What follows belongs to an exercise in optimizing a design on an open flow for small area; a production flow would make more cautious choices.
The RTL was checked by simulation tests, not by an equivalence proof against the original design.
In runs 3 and 4 the design's own scripts or RTL, not TritonCTS, make the clock network.
The clock port is modelled as an ideal driver, which makes a skipped or thinned clock tree look cheaper than it is; a real chip needs a root buffer or a tree.
No activity file was given, so power comes from the tool's default toggle rates.

==> flow/design.v <==
`timescale 1ns / 1ps
module spireg_top(
    input clk,
    input nrst,
    input mosi,
    output miso,
    input sclk,
    input nss
);
reg mosi1, mosi2;
reg sclk1, sclk2;
reg nss1, nss2;
always @(posedge clk)
if(!nrst) begin
    mosi1 <= 0;
    mosi2 <= 0;
    sclk1 <= 0;
    sclk2 <= 0;
    nss1 <= 0;
    nss2 <= 0;
end else begin
    mosi1 <= mosi;
    mosi2 <= mosi1;
    sclk1 <= sclk;
    sclk2 <= sclk1;
    nss1 <= nss;
    nss2 <= nss1;
end
spireg_example core(
    .clk(clk),
    .nrst(nrst),
    .mosi(mosi2),
    .miso(miso),
    .sclk(sclk2),
    .nss(nss2)
);
endmodule

`timescale 1ns / 1ps
module spireg (
    input clk,
    input nrst,
    input mosi,              
    input sclk,              
    input nss,               
    output rise,             
    output rx_en,            
    output [3:0] rx_idx,
    output rd_en,            
    output [2:0] rd_reg,     
    output [3:0] rd_idx,     
    output [2:0] wr_reg,     
    output wr_en,            
    output fc_en,            
    output [3:0] fc_idx,     
    output fc_val            
);
reg sclk_d;
reg cmdp;                
reg [7:0] c;             
reg [3:0] cnt;           
reg wdone;               
assign rise = sclk & ~sclk_d;
wire last = (cnt == 4'd15);
wire is_rd = (c[7:6] == 2'b00);
wire is_wr = (c[7:6] == 2'b10);
always @(posedge clk) begin
    sclk_d <= sclk;
    if (!nrst || nss) begin
        cmdp <= 1'b1;
        cnt <= 4'd8;
    end else if (rise) begin
        cnt <= cnt + 4'd1;
        wdone <= last && !cmdp && is_wr;
        if (cmdp) begin
            c <= {c[6:0], mosi};
            if (last)
                cmdp <= 1'b0;
        end else if ((last && is_rd) || (wdone && is_wr)) begin
            c[2:0] <= c[2:0] + 3'd1;
        end
    end
end
wire first = ~cmdp & (rise ? (cnt == 4'd0) : (cnt == 4'd1));
assign rx_en = sclk ? first : (cnt != 4'd0);
assign rx_idx = sclk ? 4'd0 : cnt;
assign rd_en = cmdp | is_rd;
assign rd_reg = cmdp ? 3'd0 : c[2:0];
assign rd_idx = {cnt[3] & ~cmdp, cnt[2:0]};
assign wr_reg = c[2:0];
assign wr_en = ~cmdp & is_wr & ((rise & last) | (wdone & ~rise));
assign fc_en = ~cmdp & (c[7:5] == 3'b110);
assign fc_idx = {c[4], ~c[3:1]};
assign fc_val = c[0];
endmodule
`timescale 1ns / 1ps
module spireg_example(
    input clk,
    input nrst,
    input mosi,
    output miso,
    input sclk,
    input nss
);
wire rise, rx_en, rd_en, wr_en, fc_en, fc_val;
wire [2:0] rd_reg, wr_reg;
wire [3:0] rx_idx, rd_idx, fc_idx;
spireg spireg_inst(
    .clk(clk),
    .nrst(nrst),
    .mosi(mosi),
    .sclk(sclk),
    .nss(nss),
    .rise(rise),
    .rx_en(rx_en),
    .rx_idx(rx_idx),
    .rd_en(rd_en),
    .rd_reg(rd_reg),
    .rd_idx(rd_idx),
    .wr_reg(wr_reg),
    .wr_en(wr_en),
    .fc_en(fc_en),
    .fc_idx(fc_idx),
    .fc_val(fc_val)
);
reg [2:0] ph;
reg rst_q;
reg miso_q;
wire clear = ~nrst | rst_q;
always @(posedge clk) begin
    ph <= ph + 3'd1;
    rst_q <= ~nrst | (rst_q & ~rise);
end
reg [3:0] rx [0:3];
wire [3:0] rx_tap;
genvar r, k;
generate
for (k = 0; k < 4; k = k + 1) begin : g_rx
    wire ins = rx_en && rx_idx == {k[1:0], ph[1:0]};
    assign rx_tap[k] = rx[k][3];
    always @(posedge clk)
        rx[k] <= {rx[k][2:0], ins ? mosi : rx[k][3]};
end
endgenerate
reg [7:0] ring [0:15];    
wire [15:0] tap7, tap3;
wire [1:0] col;
generate
for (k = 0; k < 2; k = k + 1) begin : g_col
    assign col[k] = ~clear & (fc_en ? fc_val : rx_tap[2*k + ph[2]]);
end
for (r = 0; r < 8; r = r + 1) begin : g_reg
    for (k = 0; k < 2; k = k + 1) begin : g_ring
        wire ins;
        if (r == 0)
            assign ins = clear | (wr_en && wr_reg == r) |
                         (fc_en && fc_idx == {k[0], ph});
        else
            assign ins = clear | (wr_en && wr_reg == r);
        assign tap7[2*r+k] = ring[2*r+k][7];
        assign tap3[2*r+k] = ring[2*r+k][3];
        always @(posedge clk)
            ring[2*r+k] <= {ring[2*r+k][6:0], ins ? col[k] : ring[2*r+k][7]};
    end
end
endgenerate
wire [3:0] rsel = {rd_reg, rd_idx[3]};
wire rbit = (ph[2] == rd_idx[2]) ? tap7[rsel] : tap3[rsel];
always @(posedge clk)
    if (clear)
        miso_q <= 1'b0;
    else if (ph[1:0] == rd_idx[1:0])
        miso_q <= rd_en & rbit;
assign miso = miso_q;
endmodule
==> flow/flow/run.sh <==
#!/bin/bash
# The standard layout with these changes:
#  1. After the standard synthesis, flow/remap.tcl hands the gates between
#     the flip-flops to ABC again with area-oriented scripts (flow/abc_*.scr)
#     and keeps the smallest result. The flip-flops keep their cells and
#     names.
#  2. The clock tree is built by flow/pre_cts.tcl (hooked in before CTS):
#     the clock pins are split by position into CLK_NGROUP groups, each with
#     one clock buffer, driven by one root buffer on the clock port.
#     TritonCTS then finds no unbuffered clock net and leaves the tree as it
#     is; the rest of the CTS step (timing repair, legalisation) runs as usual.
#  3. Ports are buffered with buf_1 cells.
# Each tool's output goes to a log file of its own in this folder.
set -e
YOSYS=$FLOW_HOME/../tools/install/yosys/bin/yosys
[ -x "$YOSYS" ] || YOSYS=yosys
RES=orfs/results/$FLOW_PLATFORM/spireg_top/base

bash standard.sh synth > standard_synth.log 2>&1

cp $RES/1_2_yosys.v $RES/1_2_yosys_standard.v
export REMAP_IN=$RES/1_2_yosys_standard.v
export REMAP_LIB=$FLOW_HOME/platforms/$FLOW_PLATFORM/lib/sky130_fd_sc_hd__tt_025C_1v80.lib
export REMAP_TOP=$FLOW_TOP
export REMAP_DONT_USE="$(cat flow/dont_use.txt)"
best=""; best_area=""
for scr in flow/abc_*.scr; do
  n=$(basename $scr .scr)
  export REMAP_SCRIPT=$PWD/$scr REMAP_OUT=$RES/1_2_yosys_$n.v
  if $YOSYS -c flow/remap.tcl > remap_$n.log 2>&1; then
    a=$(awk '/Chip area/ {print $NF}' $REMAP_OUT.stat)
    echo "$n $a" >> remap_areas.txt
    if [ -z "$best" ] || awk -v a=$a -v b=$best_area 'BEGIN {exit !(a < b)}'; then
      best=$REMAP_OUT; best_area=$a
    fi
  fi
done
echo "kept $best ($best_area)" >> remap_areas.txt
cp $best $RES/1_2_yosys.v

export PRE_CTS_TCL=$PWD/flow/pre_cts.tcl
export CLK_NGROUP=5 CLK_BUF=sky130_fd_sc_hd__clkbuf_16 CLK_ROOT=sky130_fd_sc_hd__clkbuf_2
export CTS_ARGS="-sink_clustering_enable -repair_clock_nets -dont_use_dummy_load"
export BUFFER_PORTS_ARGS="-buffer_cell sky130_fd_sc_hd__buf_1"
bash standard.sh > standard.log 2>&1
==> flow/flow/abc_1.scr <==
strash
&get -n
&dch -f
&nf -a -p
&put
topo
==> flow/flow/abc_2.scr <==
strash
dc2
dch -f
map -a
topo
==> flow/flow/abc_3.scr <==
strash
dc2
dch -f
map -a
strash
dc2
dch -f
map -a
topo
==> flow/flow/abc_4.scr <==
strash
dc2
&get -n
&dch -f
&nf -a -p
&put
topo
==> flow/flow/dont_use.txt <==
sky130_fd_sc_hd__probe_p_8
sky130_fd_sc_hd__probec_p_8
sky130_fd_sc_hd__lpflow_bleeder_1
sky130_fd_sc_hd__lpflow_clkbufkapwr_1
sky130_fd_sc_hd__lpflow_clkbufkapwr_16
sky130_fd_sc_hd__lpflow_clkbufkapwr_2
sky130_fd_sc_hd__lpflow_clkbufkapwr_4
sky130_fd_sc_hd__lpflow_clkbufkapwr_8
sky130_fd_sc_hd__lpflow_clkinvkapwr_1
sky130_fd_sc_hd__lpflow_clkinvkapwr_16
sky130_fd_sc_hd__lpflow_clkinvkapwr_2
sky130_fd_sc_hd__lpflow_clkinvkapwr_4
sky130_fd_sc_hd__lpflow_clkinvkapwr_8
sky130_fd_sc_hd__lpflow_decapkapwr_12
sky130_fd_sc_hd__lpflow_decapkapwr_3
sky130_fd_sc_hd__lpflow_decapkapwr_4
sky130_fd_sc_hd__lpflow_decapkapwr_6
sky130_fd_sc_hd__lpflow_decapkapwr_8
sky130_fd_sc_hd__lpflow_inputiso0n_1
sky130_fd_sc_hd__lpflow_inputiso0p_1
sky130_fd_sc_hd__lpflow_inputiso1n_1
sky130_fd_sc_hd__lpflow_inputiso1p_1
sky130_fd_sc_hd__lpflow_inputisolatch_1
sky130_fd_sc_hd__lpflow_isobufsrc_1
sky130_fd_sc_hd__lpflow_isobufsrc_16
sky130_fd_sc_hd__lpflow_isobufsrc_2
sky130_fd_sc_hd__lpflow_isobufsrc_4
sky130_fd_sc_hd__lpflow_isobufsrc_8
sky130_fd_sc_hd__lpflow_isobufsrckapwr_16
sky130_fd_sc_hd__lpflow_lsbuf_lh_hl_isowell_tap_1
sky130_fd_sc_hd__lpflow_lsbuf_lh_hl_isowell_tap_2
sky130_fd_sc_hd__lpflow_lsbuf_lh_hl_isowell_tap_4
sky130_fd_sc_hd__lpflow_lsbuf_lh_isowell_4
sky130_fd_sc_hd__lpflow_lsbuf_lh_isowell_tap_1
sky130_fd_sc_hd__lpflow_lsbuf_lh_isowell_tap_2
sky130_fd_sc_hd__lpflow_lsbuf_lh_isowell_tap_4
sky130_fd_sc_hd__fill_1
sky130_fd_sc_hd__fill_2
sky130_fd_sc_hd__fill_4
sky130_fd_sc_hd__fill_8
==> flow/flow/pre_cts.tcl <==
set ngroup $::env(CLK_NGROUP)
set bufcell $::env(CLK_BUF)
set block [ord::get_db_block]
set dbu [$block getDbUnitsPerMicron]
set sinks {}
foreach pin [get_pins -of_objects [get_nets clk]] {
  set it [sta::sta_to_db_pin $pin]
  if {$it == "NULL" || $it == ""} { continue }
  set bb [[$it getInst] getBBox]
  set x [expr {([$bb xMin] + [$bb xMax]) / 2}]
  set y [expr {([$bb yMin] + [$bb yMax]) / 2}]
  lappend sinks [list $pin $x $y]
}
puts "hand CTS: [llength $sinks] clock sinks"

# split sinks into k groups: cut along the longer side of their bounding box
proc split_groups {sinks k} {
  if {$k <= 1} { return [list $sinks] }
  set xs [lmap s $sinks {lindex $s 1}]
  set ys [lmap s $sinks {lindex $s 2}]
  set w [expr {[tcl::mathfunc::max {*}$xs] - [tcl::mathfunc::min {*}$xs]}]
  set h [expr {[tcl::mathfunc::max {*}$ys] - [tcl::mathfunc::min {*}$ys]}]
  set idx [expr {$w >= $h ? 1 : 2}]
  set sorted [lsort -integer -index $idx $sinks]
  set k1 [expr {($k + 1) / 2}]
  set n [llength $sorted]
  set cut [expr {($n * $k1 + $k / 2) / $k}]
  return [concat [split_groups [lrange $sorted 0 [expr {$cut - 1}]] $k1] \
                 [split_groups [lrange $sorted $cut end] [expr {$k - $k1}]]]
}

set g 0
foreach grp [split_groups $sinks $ngroup] {
  set sx 0; set sy 0; set pins {}
  foreach s $grp {
    lappend pins [lindex $s 0]
    set sx [expr {$sx + [lindex $s 1]}]
    set sy [expr {$sy + [lindex $s 2]}]
  }
  set k [llength $grp]
  set cx [expr {double($sx) / $k / $dbu}]
  set cy [expr {double($sy) / $k / $dbu}]
  puts "hand CTS: group $g has $k sinks, buffer at $cx $cy"
  insert_buffer -buffer_cell $bufcell -net clk -load_pins $pins \
    -location [list $cx $cy] -buffer_name clkbuf_hand_$g -net_name clknet_hand_$g
  incr g
}

if {[info exists ::env(CLK_ROOT)] && $::env(CLK_ROOT) != ""} {
  set leafpins {}
  set sx 0; set sy 0
  foreach pin [get_pins -of_objects [get_nets clk]] {
    set it [sta::sta_to_db_pin $pin]
    if {$it == "NULL" || $it == ""} { continue }
    lappend leafpins $pin
    set bb [[$it getInst] getBBox]
    set sx [expr {$sx + ([$bb xMin] + [$bb xMax]) / 2}]
    set sy [expr {$sy + ([$bb yMin] + [$bb yMax]) / 2}]
  }
  set k [llength $leafpins]
  insert_buffer -buffer_cell $::env(CLK_ROOT) -net clk -load_pins $leafpins \
    -location [list [expr {double($sx) / $k / $dbu}] [expr {double($sy) / $k / $dbu}]] \
    -buffer_name clkbuf_hand_root -net_name clknet_hand_root
  puts "hand CTS: root buffer $::env(CLK_ROOT) drives $k buffers"
}
==> flow/flow/remap.tcl <==
# Re-map the combinational logic of the standard synthesis for area.
# The flip-flops (and tie cells) stay as they are, with their names; only the
# gates between them are handed to ABC again, with an area-oriented script.
# Usage: yosys -c remap.tcl   with env REMAP_IN, REMAP_OUT, REMAP_LIB,
# REMAP_SCRIPT, REMAP_DONT_USE (cell names).
yosys -import
set lib $::env(REMAP_LIB)
read_liberty -ignore_miss_func $lib
read_verilog $::env(REMAP_IN)
hierarchy -top $::env(REMAP_TOP)
set seq [list]
foreach c {df* edf* sdf* sedf* dl* conb*} { lappend seq "sky130_fd_sc_hd__$c" }
setattr -mod -set keep_hierarchy 1 {*}$seq
flatten
opt_clean
set du [list]
foreach c $::env(REMAP_DONT_USE) { lappend du -dont_use $c }
abc -liberty $lib {*}$du -script $::env(REMAP_SCRIPT)
opt_clean -purge
hilomap -singleton -hicell sky130_fd_sc_hd__conb_1 HI -locell sky130_fd_sc_hd__conb_1 LO
insbuf -buf sky130_fd_sc_hd__buf_4 A X
opt_clean -purge
select $::env(REMAP_TOP)
tee -o $::env(REMAP_OUT).stat stat -liberty $lib
write_verilog -noattr -nohex -nodec -selected $::env(REMAP_OUT)
==> flow/standard.sh <==
#!/bin/bash
# synth_recipe.tcl (not shown) runs the flow's synth.tcl, then flattens the netlist and writes it again
# the make line also repeats each setting of config.mk as NAME=value (left out here)
make -C /OpenROAD-flow-scripts/flow DESIGN_CONFIG=/design/flow/config.mk WORK_HOME=/design/flow/orfs CLKGATE_MAP_FILE= SYNTH_SCRIPT=/design/flow/synth_recipe.tcl "${@:-finish}"
==> flow/config.mk <==
export PLATFORM = sky130hd
export DESIGN_NAME = spireg_top
export DESIGN_NICKNAME = spireg_top
export VERILOG_FILES = /design/flow/design.v
export SDC_FILE = /design/flow/constraint.sdc
export NUM_CORES = 4
export LEC_CHECK = 0
export CAP_MARGIN = 20
export CORE_MARGIN = 2
export CORE_UTILIZATION = 65
export SLEW_MARGIN = 20
==> flow/constraint.sdc <==
create_clock -name core_clock -period 5.0 [get_ports {clk}]
set_input_delay 1.0000 -clock core_clock [delete_from_list [all_inputs] [get_ports {clk}]]
set_output_delay 1.0000 -clock core_clock [all_outputs]
set_load 0.01 [all_outputs]
==> results.cfg, run 1 <==
[critical_path]
crit_fanout = 8
crit_type = reg -> reg
ff2ff_path_depth = 7
crit_required_ns = 5.50
timing.rr.start = core.spireg_inst.c[0]
endpoint_kind = register
crit_start = core.spireg_inst.c[0]
cp-start-kind = register
arrival_ns = 2.90

[logic_synthesis]
syn_area_um2 = 4480
syn_area_per_cell_um2 = 12.1
syn-num-nets = 374
syn_inst = 369
yosys_warnings = 5

[power_and_ir_drop]
switching_share = 0.190
p_per_area_nw_per_um2 = 408
p_leak_nw = 1.75
power.share.clock = 0.275
seq_power_share = 0.715
ir_drop_mv = 0.296
p_int_mw = 1.57
combPwrFrac = 0.010
switching_power_mw = 0.368

[placed_design]
hpwlAfterDp_mm = 4.96
dpl.cell_count = 455
post-place-ws_ns = 2.15
gp_congestion = 0.949
io_buffers = 5
placed_cell_area_um2 = 4600

[timing]
worst_slack_ns = 2.60
clock_skew_ns = 0.0107
final_hold_viol_count = 0
setup_viol = 0
drv_slew = 0
fin_setup_tns_ns = 0
max_freq_mhz = 417
rsz0062_at_grt = false
maxSlewHeadroom = 0.515
min_period_over_period = 0.479
min_period_ns = 2.40
max_slew.worst_pin.slew_ns = 0.721

[floorplan]
dieArea_um2 = 7570
rows = 30
die_w_um = 87
die_h_um = 87
start_util = 0.666
ios = 6
coreArea_um2 = 6720

[min_path]
holdCritStartpoint = core.ring[0][6]
hold-path-cell-count = 0
min_path_type = reg -> reg

[final_layout]
final_area_um2 = 4740
area_growth_pct = 5.78
fin_util = 0.705
fin_cells = 462
nFillCells = 513
final-seq-area_um2 = 3490
layout.nets = 388
multi_input_area_um2 = 853
drive_gt1_frac = 0.0341

[clock_tree]
post_cts_resized = 0
clock_latency_ns = 0.58
cts_hold_buffers = 0
postCtsSetupBuffers = 0
path_clk_slew_ns = 0.12

[detailed_routing]
wl_per_cell_um = 15.3
first_iter_violations = 136
drc_errors = 0
dr.pass1.iters = 4
ant_nets = 0
num_vias = 2463
via_per_inst = 5.33
drt-total-wl_mm = 7.05

[run]
cap_violations = 0

[global_route]
grt_pass1_wl_mm = 11.3
grt_max_degree = 35
grt.total_usage = 0.190
antenna_found_initial = 0
overflow = 0
first_global_vias = 2268

[status]
status = timing/DRC/antenna clean
-- worst paths after layout --
path	to	slack, ns
hold reg to reg	core.ring[0][7]	0.34
setup reg to reg	core.miso_q	2.60
setup / recovery	core.miso_q	2.60
hold / removal	core.ring[0][7]	0.34
-- registers in the layout (all words and copies together) (netlist names) --
name	flops
sclk2	1
core.spireg_inst.cmdp	1
core.miso_q	1
core.ring	128
core.spireg_inst.cnt	4
core.spireg_inst.c	8
core.spireg_inst.wdone	1
nss2	1
core.ph	3
nss1	1
core.spireg_inst.sclk_d	1
mosi1	1
core.rst_q	1
sclk1	1
mosi2	1
core.rx	16
-- worst max-delay path: stages, from the launching register on --
cell	delay, ns
edfxtp_1	0.45
clkinv_1	0.23
a21oi_1	0.49
nor2_1	0.06
or4_2	0.61
o211ai_1	0.11
nand3_1	0.10
a221oi_1	0.26
-- layout make-up, clock buffers not listed --
class                   count  area share
inverters                  35      0.0277
well taps                  80      0.0211
flip-flops and latches    170       0.737
diodes                      1    0.000528
repair buffers              6     0.00555
multi-input cells         164       0.180
-- layout by cell type, fill, tap and decap left out, types with 2 or more instances in the layout --
| cell | n |
|---|---|
| o221a_2 | 2 |
| edfxtp_1 | 9 |
| a31o_2 | 3 |
| nor4_1 | 2 |
| dfxtp_1 | 161 |
| xor2_1 | 4 |
| nor2_1 | 37 |
| nand2_1 | 24 |
| a31oi_1 | 2 |
| clkinv_1 | 35 |
| o221ai_1 | 5 |
| xnor2_1 | 3 |
| o311ai_0 | 2 |
| clkbuf_16 | 5 |
| o211ai_1 | 2 |
| o21ai_0 | 30 |
| buf_1 | 5 |
| o22ai_1 | 5 |
| nor3_1 | 9 |
| a21oi_1 | 7 |
| nand4_1 | 2 |
| nand3_1 | 21 |
-- power by group through the flow --
stage	clock, mW	combinational [mW]	sequential, mW
floorplan	0	0.0136	1.41
global placement	0	0.0186	1.41
detailed placement	0	0.0191	1.41
CTS	0.420	0.0192	1.41
global route	0.590	0.0217	1.38
finish	0.533	0.0192	1.38
-- through the flow --
step | total power, mW | hold slack, ns
global placement | 1.43 | 0.310
CTS | 1.85 | 0.312
global route | 2.00 | 0.340
floorplan | 1.42 | 0.310
finish | 1.93 | 0.336
detailed placement | 1.43 | 0.312
-- layer usage --
metal / global-route usage / vias up / part of all wire
li1: - / 1265 / -
met1: 0.276 / 1152 / 0.50
met2: 0.316 / 39 / 0.45
met3: 0.0218 / 7 / 0.037
met4: 0.0270 / 0 / 0.015
met5: 0 / - / 0
==> run 2, diff against run 1 <==
==> flow/flow/abc_5.scr (new file) <==
strash
dc2
&get -n
&deepsyn -T 20
&put
dch -f
map -a
topo
==> flow/flow/abc_6.scr (new file) <==
strash
dc2
&get -n
&deepsyn -T 10
&put
dch -f
map -a
strash
dc2
dch -f
map -a
topo
==> run 2 against run 1 <==
Global-route usage up 0.85 points. Sequential power about the same. Critical path depth unchanged. Largest power group unchanged.
==> results.cfg, run 2 <==
[final_layout]
fin_cells = 460
area_growth_pct = 5.60
final-seq-area_um2 = 3490
multi_input_area_um2 = 816
final_cell_mix = dfxtp_1, nor2_1, clkinv_1, o21ai_0, nand2_1
final_common_cell = dfxtp_1
drive_gt1_frac = 0.0158
final_area_um2 = 4690
nFillCells = 497
antennaDiodeCount = 0
top_regs = core.ring x128, core.rx x16, core.spireg_inst.c x8
layout.nets = 387
top_register = core.ring
largest_reg_flops = 128

[critical_path]
crit_type = in -> reg
critical_path.max_stage_delay_ns = 0.56
cp_top_family = simple AND/OR/NAND/NOR gates
arrival_ns = 3.07
crit_required_ns = 5.52
cp-start-kind = input port
cp.buffers_inverters = 3
crit_fanout = 9
endpoint_kind = register
cp_common_cell = clkinv_1
r2r_setup_slack_ns = 2.69
crit_chain = buf_1 -> clkinv_1 -> nor2_1 -> clkinv_1 -> nor4_1 -> a21oi_1 -> o21ai_0
crit_path_top_delay_cell = nor2_1

[min_path]
min_path_type = reg -> reg

[detailed_routing]
top_layer_used = met4
wl_per_cell_um = 15.7
met1Wirelength_mm = 3.39
via_per_inst = 5.39
num_vias = 2480
drt-total-wl_mm = 7.22
first_iter_violations = 212
dr.pass1.iters = 4
ant_nets = 0
wl_met3_um = 369
route.met2.wl_mm = 3.35
drc_errors = 0

[timing]
max_freq_mhz = 393
clock_skew_ns = 0.0137
min_period_ns = 2.54
maxSlewHeadroom = 0.566
drv_slew = 0
min_period_over_period = 0.509
setup_viol = 0
rsz0062_at_grt = false
max_slew.worst_pin.slew_ns = 0.649
holdWs_ns = 0.324
fin_setup_tns_ns = 0
final_hold_viol_count = 0

[global_route]
antenna_found_initial = 0
grt_max_degree = 35
first_global_vias = 2339
grt_pass1_wl_mm = 11.6
grt.total_usage = 0.199
overflow = 0

[floorplan]
die_w_um = 86.7
coreArea_um2 = 6720
die_h_um = 86.7
dieArea_um2 = 7520
ios = 6
start_util = 0.661
rows = 30

[logic_synthesis]
syn_area_um2 = 4440
syn-num-nets = 374
yosys_warnings = 5
syn_inst = 369
syn_area_per_cell_um2 = 12.0

[power_and_ir_drop]
p_leak_nw = 1.75
ir_drop_mv = 0.310
finalPower_mw = 1.94
p_per_area_nw_per_um2 = 414

[placed_design]
placed_cell_area_um2 = 4560
dpl.cell_count = 454
gp_congestion = 1.03
hpwlAfterDp_mm = 5.02
io_buffers = 5

[clock_tree]
path_clk_slew_ns = 0.12
cts_hold_buffers = 0
postCtsSetupBuffers = 0
post_cts_resized = 0
clock_latency_ns = 0.60

[status]
status = timing/DRC/antenna clean

[run]
cap_violations = 0
[run 2: layer usage]
layer  GRT usage  vias to the layer above
met5           0                        -
met2       0.330                       55
met1       0.290                     1169
met4      0.0284                        0
li1            -                     1247
met3      0.0229                        9
[run 2: path summary, 6_finish.rpt]
kind,from,to,cells after the start
setup / recovery,nrst,core.ring[11][0],7
setup reg to reg,core.spireg_inst.cnt[3],core.ring[11][0],9
hold reg to reg,core.ring[12][0],core.ring[12][1],0
hold / removal,core.ring[12][0],core.ring[12][1],0
[run 2: cell type report, clock buffers not listed]
class | instances | share of cell area
sequential | 170 | 0.744
inverter | 36 | 0.0288
multi-input combinational | 163 | 0.174
timing repair buffer | 5 | 0.00400
tap | 80 | 0.0213
[run 2: stage by stage]
step	worst slack, ns	utilization
floorplan	2.63	-
global placement	2.12	0.679
detailed placement	1.95	0.679
CTS	1.89	0.699
global route	2.19	0.699
finish	2.46	0.699
[run 2: power breakdown]
group / total, mW / internal, mW / switching (mW)
combinational: 0.0234 / 0.00700 / 0.0164
clock: 0.535 / 0.183 / 0.352
sequential: 1.39 / 1.38 / 0.00667
==> run 3, diff against run 2 <==
==> flow/flow/run.sh (replaced) <==
#!/bin/bash
# The standard layout with these changes:
#  1. After the standard synthesis, flow/remap.tcl hands the gates between
#     the flip-flops to ABC again with area-oriented scripts (flow/abc_*.scr)
#     and keeps the smallest result. The flip-flops keep their cells and
#     names.
#  2. Ports are buffered with buf_1 cells.
#  3. The CTS step is flow/cts_inv.tcl instead of ORFS's cts.tcl: the clock
#     pins are split by position into CLK_NGROUP groups, each driven by one
#     CLK_LEAF inverter, and one CLK_ROOT inverter on the clock port drives
#     those (two inversions to every clock pin). It then legalises the
#     placement and writes 4_1_cts.odb and 4_cts.sdc, and the standard flow
#     goes on from there.
# Each tool's output goes to a log file of its own in this folder.
set -e
YOSYS=$FLOW_HOME/../tools/install/yosys/bin/yosys
[ -x "$YOSYS" ] || YOSYS=yosys
RES=orfs/results/$FLOW_PLATFORM/spireg_top/base
LIB=$FLOW_HOME/platforms/$FLOW_PLATFORM/lib/sky130_fd_sc_hd__tt_025C_1v80.lib

bash standard.sh synth > standard_synth.log 2>&1

cp $RES/1_2_yosys.v $RES/1_2_yosys_standard.v
export REMAP_IN=$RES/1_2_yosys_standard.v REMAP_LIB=$LIB REMAP_TOP=$FLOW_TOP
export REMAP_DONT_USE="$(cat flow/dont_use.txt)"
best=""; best_area=""
for scr in flow/abc_*.scr; do
  n=$(basename $scr .scr)
  export REMAP_SCRIPT=$PWD/$scr REMAP_OUT=$RES/1_2_yosys_$n.v
  if $YOSYS -c flow/remap.tcl > remap_$n.log 2>&1; then
    a=$(awk '/Chip area/ {print $NF}' $REMAP_OUT.stat)
    echo "$n $a" >> remap_areas.txt
    if [ -z "$best" ] || awk -v a=$a -v b=$best_area 'BEGIN {exit !(a < b)}'; then
      best=$REMAP_OUT; best_area=$a
    fi
  fi
done
echo "kept $best ($best_area)" >> remap_areas.txt
cp $best $RES/1_2_yosys.v

export BUFFER_PORTS_ARGS="-buffer_cell sky130_fd_sc_hd__buf_1"
bash standard.sh place > standard_place.log 2>&1

export CTS_RESULTS=$RES CTS_LIB=$LIB CTS_SETRC=$FLOW_HOME/platforms/$FLOW_PLATFORM/setRC.tcl
export CLK_NGROUP=5 CLK_LEAF=sky130_fd_sc_hd__inv_12 CLK_ROOT=sky130_fd_sc_hd__inv_6
openroad -no_init -exit flow/cts_inv.tcl > cts_inv.log 2>&1

bash standard.sh > standard.log 2>&1
==> flow/flow/cts_inv.tcl (new file) <==
# The CTS step, done by hand with inverters instead of TritonCTS.
# The clock pins are split by recursive bisection of their positions into
# CLK_NGROUP groups of nearly equal size. Each group gets one CLK_LEAF
# inverter at its centre; one CLK_ROOT inverter on the clock port drives the
# group inverters, so every clock pin sees the clock through two inversions.
# Then the step does what ORFS's CTS step does after the tree is built:
# legalise, check, and write 4_1_cts.odb and 4_cts.sdc.
set res $::env(CTS_RESULTS)
read_db $res/3_place.odb
read_liberty $::env(CTS_LIB)
read_sdc $res/3_place.sdc
source $::env(CTS_SETRC)

set ngroup $::env(CLK_NGROUP)
set db [ord::get_db]
set block [ord::get_db_block]
set leafm [$db findMaster $::env(CLK_LEAF)]
set rootm [$db findMaster $::env(CLK_ROOT)]
set clknet [$block findNet clk]
set sinks {}
foreach it [$clknet getITerms] {
  set bb [[$it getInst] getBBox]
  set x [expr {([$bb xMin] + [$bb xMax]) / 2}]
  set y [expr {([$bb yMin] + [$bb yMax]) / 2}]
  lappend sinks [list $it $x $y]
}
puts "hand CTS: [llength $sinks] clock sinks"

proc split_groups {sinks k} {
  if {$k <= 1} { return [list $sinks] }
  set xs [lmap s $sinks {lindex $s 1}]
  set ys [lmap s $sinks {lindex $s 2}]
  set w [expr {[tcl::mathfunc::max {*}$xs] - [tcl::mathfunc::min {*}$xs]}]
  set h [expr {[tcl::mathfunc::max {*}$ys] - [tcl::mathfunc::min {*}$ys]}]
  set idx [expr {$w >= $h ? 1 : 2}]
  set sorted [lsort -integer -index $idx $sinks]
  set k1 [expr {($k + 1) / 2}]
  set n [llength $sorted]
  set cut [expr {($n * $k1 + $k / 2) / $k}]
  return [concat [split_groups [lrange $sorted 0 [expr {$cut - 1}]] $k1] \
                 [split_groups [lrange $sorted $cut end] [expr {$k - $k1}]]]
}

proc place_at {inst x y} {
  $inst setLocation [expr {int($x)}] [expr {int($y)}]
  $inst setPlacementStatus PLACED
}

set rootnet [odb::dbNet_create $block clknet_hand_root]
$rootnet setSigType CLOCK
set root [odb::dbInst_create $block $rootm clkinv_hand_root]
[$root findITerm A] connect $clknet
[$root findITerm Y] connect $rootnet
set g 0
set tx 0; set ty 0
foreach grp [split_groups $sinks $ngroup] {
  set net [odb::dbNet_create $block clknet_hand_$g]
  $net setSigType CLOCK
  set leaf [odb::dbInst_create $block $leafm clkinv_hand_$g]
  [$leaf findITerm A] connect $rootnet
  [$leaf findITerm Y] connect $net
  set sx 0; set sy 0
  foreach s $grp {
    set it [lindex $s 0]
    $it disconnect
    $it connect $net
    set sx [expr {$sx + [lindex $s 1]}]
    set sy [expr {$sy + [lindex $s 2]}]
  }
  set k [llength $grp]
  place_at $leaf [expr {$sx / $k}] [expr {$sy / $k}]
  set tx [expr {$tx + $sx / $k}]
  set ty [expr {$ty + $sy / $k}]
  puts "hand CTS: group $g has $k sinks"
  incr g
}
place_at $root [expr {$tx / $g}] [expr {$ty / $g}]
global_connect

set_propagated_clock [all_clocks]
estimate_parasitics -placement
detailed_placement
check_placement -verbose
estimate_parasitics -placement
report_clock_skew
report_worst_slack -min
report_worst_slack -max
report_design_area
write_db $res/4_1_cts.odb
write_sdc -no_timestamp $res/4_cts.sdc
removed: flow/flow/pre_cts.tcl
==> run 3 against run 2 <==
Worst hold slack lost 0.0016 ns. Setup slack got worse by 0.39 ns. Via count is 1.3% lower. Clock skew rose by 0.0012 ns. Synthesized cell count did not move. Routed wire length fell by 1.5%. Total power is 3.5% lower.
==> results.cfg, run 3 <==
[clock_tree]
clock_latency_ns = 0.25
path_clk_slew_ns = 0.12

[detailed_routing]
via_per_inst = 5.32
drt-total-wl_mm = 7.12
dr.pass1.iters = 4
num_vias = 2449
first_iter_violations = 214
wl_per_cell_um = 15.5
drc_errors = 0
ant_nets = 0

[min_path]
hold_end = core.ring[2][5]
min_path_type = reg -> reg
hold-path-cell-count = 0
holdCritStartpoint = core.ring[2][4]

[final_layout]
final_cell_mix = dfxtp_1, nor2_1, clkinv_1, o21ai_0, nand2_1
antennaDiodeCount = 0
final_area_um2 = 4650
top_register = core.ring
final_common_cell = dfxtp_1
largest_reg_flops = 128
nFillCells = 491
top_regs = core.ring x128, core.rx x16, core.spireg_inst.c x8
layout.nets = 387
area_growth_pct = 4.70
drive_gt1_frac = 0.0158

[floorplan]
die_w_um = 86.7
start_util = 0.661
dieArea_um2 = 7520
ios = 6
rows = 30
coreArea_um2 = 6720
die_h_um = 86.7

[placed_design]
hpwlAfterDp_mm = 5.02
io_buffers = 5
gp_congestion = 1.03
placed_cell_area_um2 = 4560

[global_route]
grt.total_usage = 0.196
antenna_found_initial = 0
grt_max_degree = 35
first_global_vias = 2316
overflow = 0
grt_pass1_wl_mm = 11.5

[critical_path]
r2r_setup_slack_ns = 2.71
crit_fanout = 9
endpoint_kind = register
arrival_ns = 3.12
r2r_end = core.ring[11][0]
crit_required_ns = 5.18
crit_type = in -> reg
cp-start-kind = input port
ff2ff_path_depth = 9
timing.rr.start = core.spireg_inst.cnt[3]

[logic_synthesis]
syn_inst = 369
syn-num-nets = 374
yosys_warnings = 5
syn_area_per_cell_um2 = 12.0
syn_area_um2 = 4440

[timing]
drv_slew = 0
max_slew.worst_pin.slew_ns = 0.626
fin_setup_tns_ns = 0
final_hold_viol_count = 0
clock_skew_ns = 0.0149
max_freq_mhz = 340
holdWs_ns = 0.323
rsz0062_at_grt = false
setup_viol = 0
min_period_over_period = 0.587
maxSlewHeadroom = 0.581
min_period_ns = 2.94

[power_and_ir_drop]
p_leak_nw = 1.73
ir_drop_mv = 0.325
p_per_area_nw_per_um2 = 403

[run]
cap_violations = 0

[status]
status = timing/DRC/antenna clean
-- run 3: changes by cell type in the layout (fill, tap and decap cells not counted), sizes merged --
| cell | change |
|---|---|
| clkbuf | -6 |
| inv | +6 |
-- run 3: worst max path at each step --
stage	start	end	slack, ns	cells after the start
finish	nrst	core.ring[6][0]	2.06	7
global route	nrst	core.ring[8][0]	1.86	7
detailed placement	nrst	core.ring[2][0]	1.95	7
global placement	nrst	core.ring[5][0]	2.12	7
floorplan	nrst	core.ring[10][0]	2.63	6
-- run 3: critical path, stage by stage --
cell and delay (ns):
buf_1 0.13, clkinv_1 0.22, nor2_1 0.54, clkinv_1 0.35, nor4_1 0.41, a21oi_1 0.24
o21ai_0 0.23
-- run 3: layout make-up --
cell class / instances / area (µm²) / share of cell area
multi-input combinational: 163 / 816 / 0.175
timing repair buffer: 5 / 18.8 / 0.00403
inverter: 42 / 225 / 0.0484
tap: 80 / 100 / 0.0215
sequential: 170 / 3490 / 0.751
-- run 3: per-stage QoR --
| step | setup slack (ns) | utilization | power [mW] | cells |
|---|---|---|---|---|
| finish | 2.06 | 0.693 | 1.88 | 460 |
| global route | 1.86 | 0.693 | 1.94 | 460 |
| global placement | 2.12 | 0.679 | 1.44 | 454 |
| detailed placement | 1.95 | 0.679 | 1.44 | 454 |
| floorplan | 2.63 | - | 1.43 | 369 |
-- run 3: where the power goes --
group | total, mW | internal (mW) | switching [mW]
logic | 0.0233 | 0.00700 | 0.0163
registers | 1.39 | 1.38 | 0.00652
clock network | 0.467 | 0.0567 | 0.410
-- run 3: per-layer routing --
| layer | routed length (µm) | part of all wire | GRT usage |
|---|---|---|---|
| met1 | 3430 | 0.48 | 0.288 |
| met2 | 3270 | 0.46 | 0.327 |
| met3 | 319 | 0.045 | 0.0190 |
| met4 | 97 | 0.014 | 0.0227 |
| met5 | 0 | 0 | 0 |
==> run 4, diff against run 3 <==
--- a/flow/design.v
+++ b/flow/design.v
@@ -128,7 +128,7 @@
 reg miso_q;
 wire clear = ~nrst | rst_q;
 always @(posedge clk) begin
-    ph <= ph + 3'd1;
+    ph <= clear ? 3'd0 : ph + 3'd1;
     rst_q <= ~nrst | (rst_q & ~rise);
 end
 reg [3:0] rx [0:3];
--- a/flow/config.mk
+++ b/flow/config.mk
@@ -7,5 +7,5 @@
 export LEC_CHECK = 0
 export CAP_MARGIN = 20
 export CORE_MARGIN = 2
-export CORE_UTILIZATION = 65
+export CORE_UTILIZATION = 80
 export SLEW_MARGIN = 20
==> run 4 against run 3 <==
First-iteration DRC count stayed put. Clock skew is 0.0046 ns lower. Global-route usage is 9.7 points higher. Sequential share of layout area is 0.18 points lower. Combinational power is 21% higher. Largest power group unchanged. Highest routed layer unchanged.
==> results.cfg, run 4 <==
[global_route]
grt_max_degree = 35
first_global_vias = 2658
grt_pass1_wl_mm = 13.7
grt.total_usage = 0.292
overflow = 0
antenna_found_initial = 0

[floorplan]
start_util = 0.821
die_w_um = 78.7
rows = 27
coreArea_um2 = 5440
ios = 6
dieArea_um2 = 6200
die_h_um = 78.7

[critical_path]
arrival_ns = 3.46
r2r_setup_slack_ns = 2.24
cp-start-kind = input port
crit_type = in -> reg
endpoint_kind = register
timing.rr.start = core.spireg_inst.c[0]
ff2ff_path_depth = 9
crit_fanout = 14
crit_required_ns = 5.16
r2r_end = core.miso_q

[clock_tree]
path_clk_slew_ns = 0.11
clock_latency_ns = 0.25

[power_and_ir_drop]
combPwrFrac = 0.015
switching_power_mw = 0.443
p_per_area_nw_per_um2 = 405
p_leak_nw = 1.71
p_int_mw = 1.45
switching_share = 0.235
seq_power_share = 0.735
power.share.clock = 0.250
finalPower_mw = 1.89
ir_drop_mv = 0.337

[run]
cap_violations = 0

[final_layout]
final_cell_mix = dfxtp_1, nor2_1, clkinv_1, o21ai_0, nand2_1
final_common_cell = dfxtp_1
area_growth_pct = 4.45
fin_util = 0.858
nFillCells = 225
top_register = core.ring
fin_cells = 457
drive_gt1_frac = 0.0182
largest_reg_flops = 128
antennaDiodeCount = 0
layout.nets = 392
top_regs = core.ring x128, core.rx x16, core.spireg_inst.c x8

[placed_design]
hpwlAfterDp_mm = 6.16
dpl.cell_count = 451
io_buffers = 5
gp_congestion = 0.840

[detailed_routing]
num_vias = 2740
dr.pass1.iters = 5
drc_errors = 0
via_per_inst = 6.00
ant_nets = 0
wl_per_cell_um = 18.8
drt-total-wl_mm = 8.59
first_iter_violations = 214

[timing]
min_period_ns = 3.30
final_hold_viol_count = 0
rsz0062_at_grt = false
fin_setup_tns_ns = 0
holdWs_ns = 0.335
drv_slew = 0
setup_viol = 0
min_period_over_period = 0.660
max_freq_mhz = 303
clock_skew_ns = 0.0103
maxSlewHeadroom = 0.345
max_slew.worst_pin.slew_ns = 0.978

[logic_synthesis]
syn_area_um2 = 4470
syn-num-nets = 379
syn_area_per_cell_um2 = 11.9
syn_inst = 374
yosys_warnings = 5

[status]
status = timing/DRC/antenna clean

[min_path]
hold-path-cell-count = 0
hold_end = core.ring[5][7]
min_path_type = reg -> reg
holdCritStartpoint = core.ring[5][6]
[run 4: worst max path at each step]
stage	slack (ns)	start	endpoint	cells after the start
3_3_place_gp	1.93	nrst	core.ring[10][0]	7
5_1_grt	1.53	nrst	core.ring[4][0]	7
3_5_place_dp	1.51	nrst	core.ring[9][0]	7
6_report	1.70	nrst	core.ring[9][0]	7
2_1_floorplan	2.46	nrst	core.ring[10][0]	6
[run 4: final cells by class]
type                            instances  area (µm²)  area share
Timing Repair Buffer                    5        18.8     0.00402
Sequential cell                       170        3490       0.749
Multi-Input combinational cell        173         856       0.183
Tap cell                               72        90.1      0.0193
Inverter                               37         206      0.0443
[run 4: metal layers]
layer | vias up | track usage | share of wire
li1 | 1264 | - | -
met1 | 1325 | 0.378 | 0.40
met2 | 122 | 0.515 | 0.51
met3 | 29 | 0.0307 | 0.057
met4 | 0 | 0.104 | 0.030
met5 | - | 0 | 0
[run 4: power by group through the flow]
stage | Sequential [mW] | Clock, mW | Combinational [mW]
6_report | 1.39 | 0.473 | 0.0281
3_5_place_dp | 1.42 | 0 | 0.0275
3_3_place_gp | 1.42 | 0 | 0.0247
2_1_floorplan | 1.41 | 0 | 0.0191
5_1_grt | 1.39 | 0.523 | 0.0316
[run 4: stage by stage]
stage          setup WS, ns  cell area (µm²)
3_5_place_dp           1.51             4570
2_1_floorplan          2.46             4470
3_3_place_gp           1.93             4570
6_report               1.70             4660
5_1_grt                1.53             4660
[run 4: critical path, stage by stage]
cell      delay (ns)
buf_1           0.11
clkinv_1        0.20
nor2_1          0.80
clkinv_1        0.47
nor3_1          0.33
a31oi_1         0.21
o21ai_0         0.34

afterwards: timing with drivers on the ports:
The flow's constraints put no driver on any port. The routed layouts listed below were extracted and timed again, unchanged, in two steps. Step 1, drivers: a clkbuf_16 drives clk and a buf_2 each remaining input, both assumed. Step 2 also shifts input and output timing later by t, the mid clock arrival at the registers, as if the neighbouring blocks saw the same clock. Slacks: ideal / step 1 / step 2; pairs: ideal / step 1.
run	t, ns	slack for setup (ns)	worst setup path after step 2	worst register clock-pin slew, ns	worst data-port slew with drivers (ns)
run 1	0.609	2.604 / 2.604 / 2.159	input to register	0.12 / 0.12	0.03
run 2	0.623	2.457 / 2.463 / 1.840	input to register	0.12 / 0.12	0.03
run 3	0.284	2.063 / 2.081 / 1.797	input to register	0.12 / 0.12	0.03
run 4	0.292	1.701 / 1.718 / 1.426	input to register	0.12 / 0.12	0.03
After both steps setup and hold are still met in every run listed. The setup slack of run 2, which loses most, moves by +0.006 ns with the drivers and by -0.617 ns with both steps.
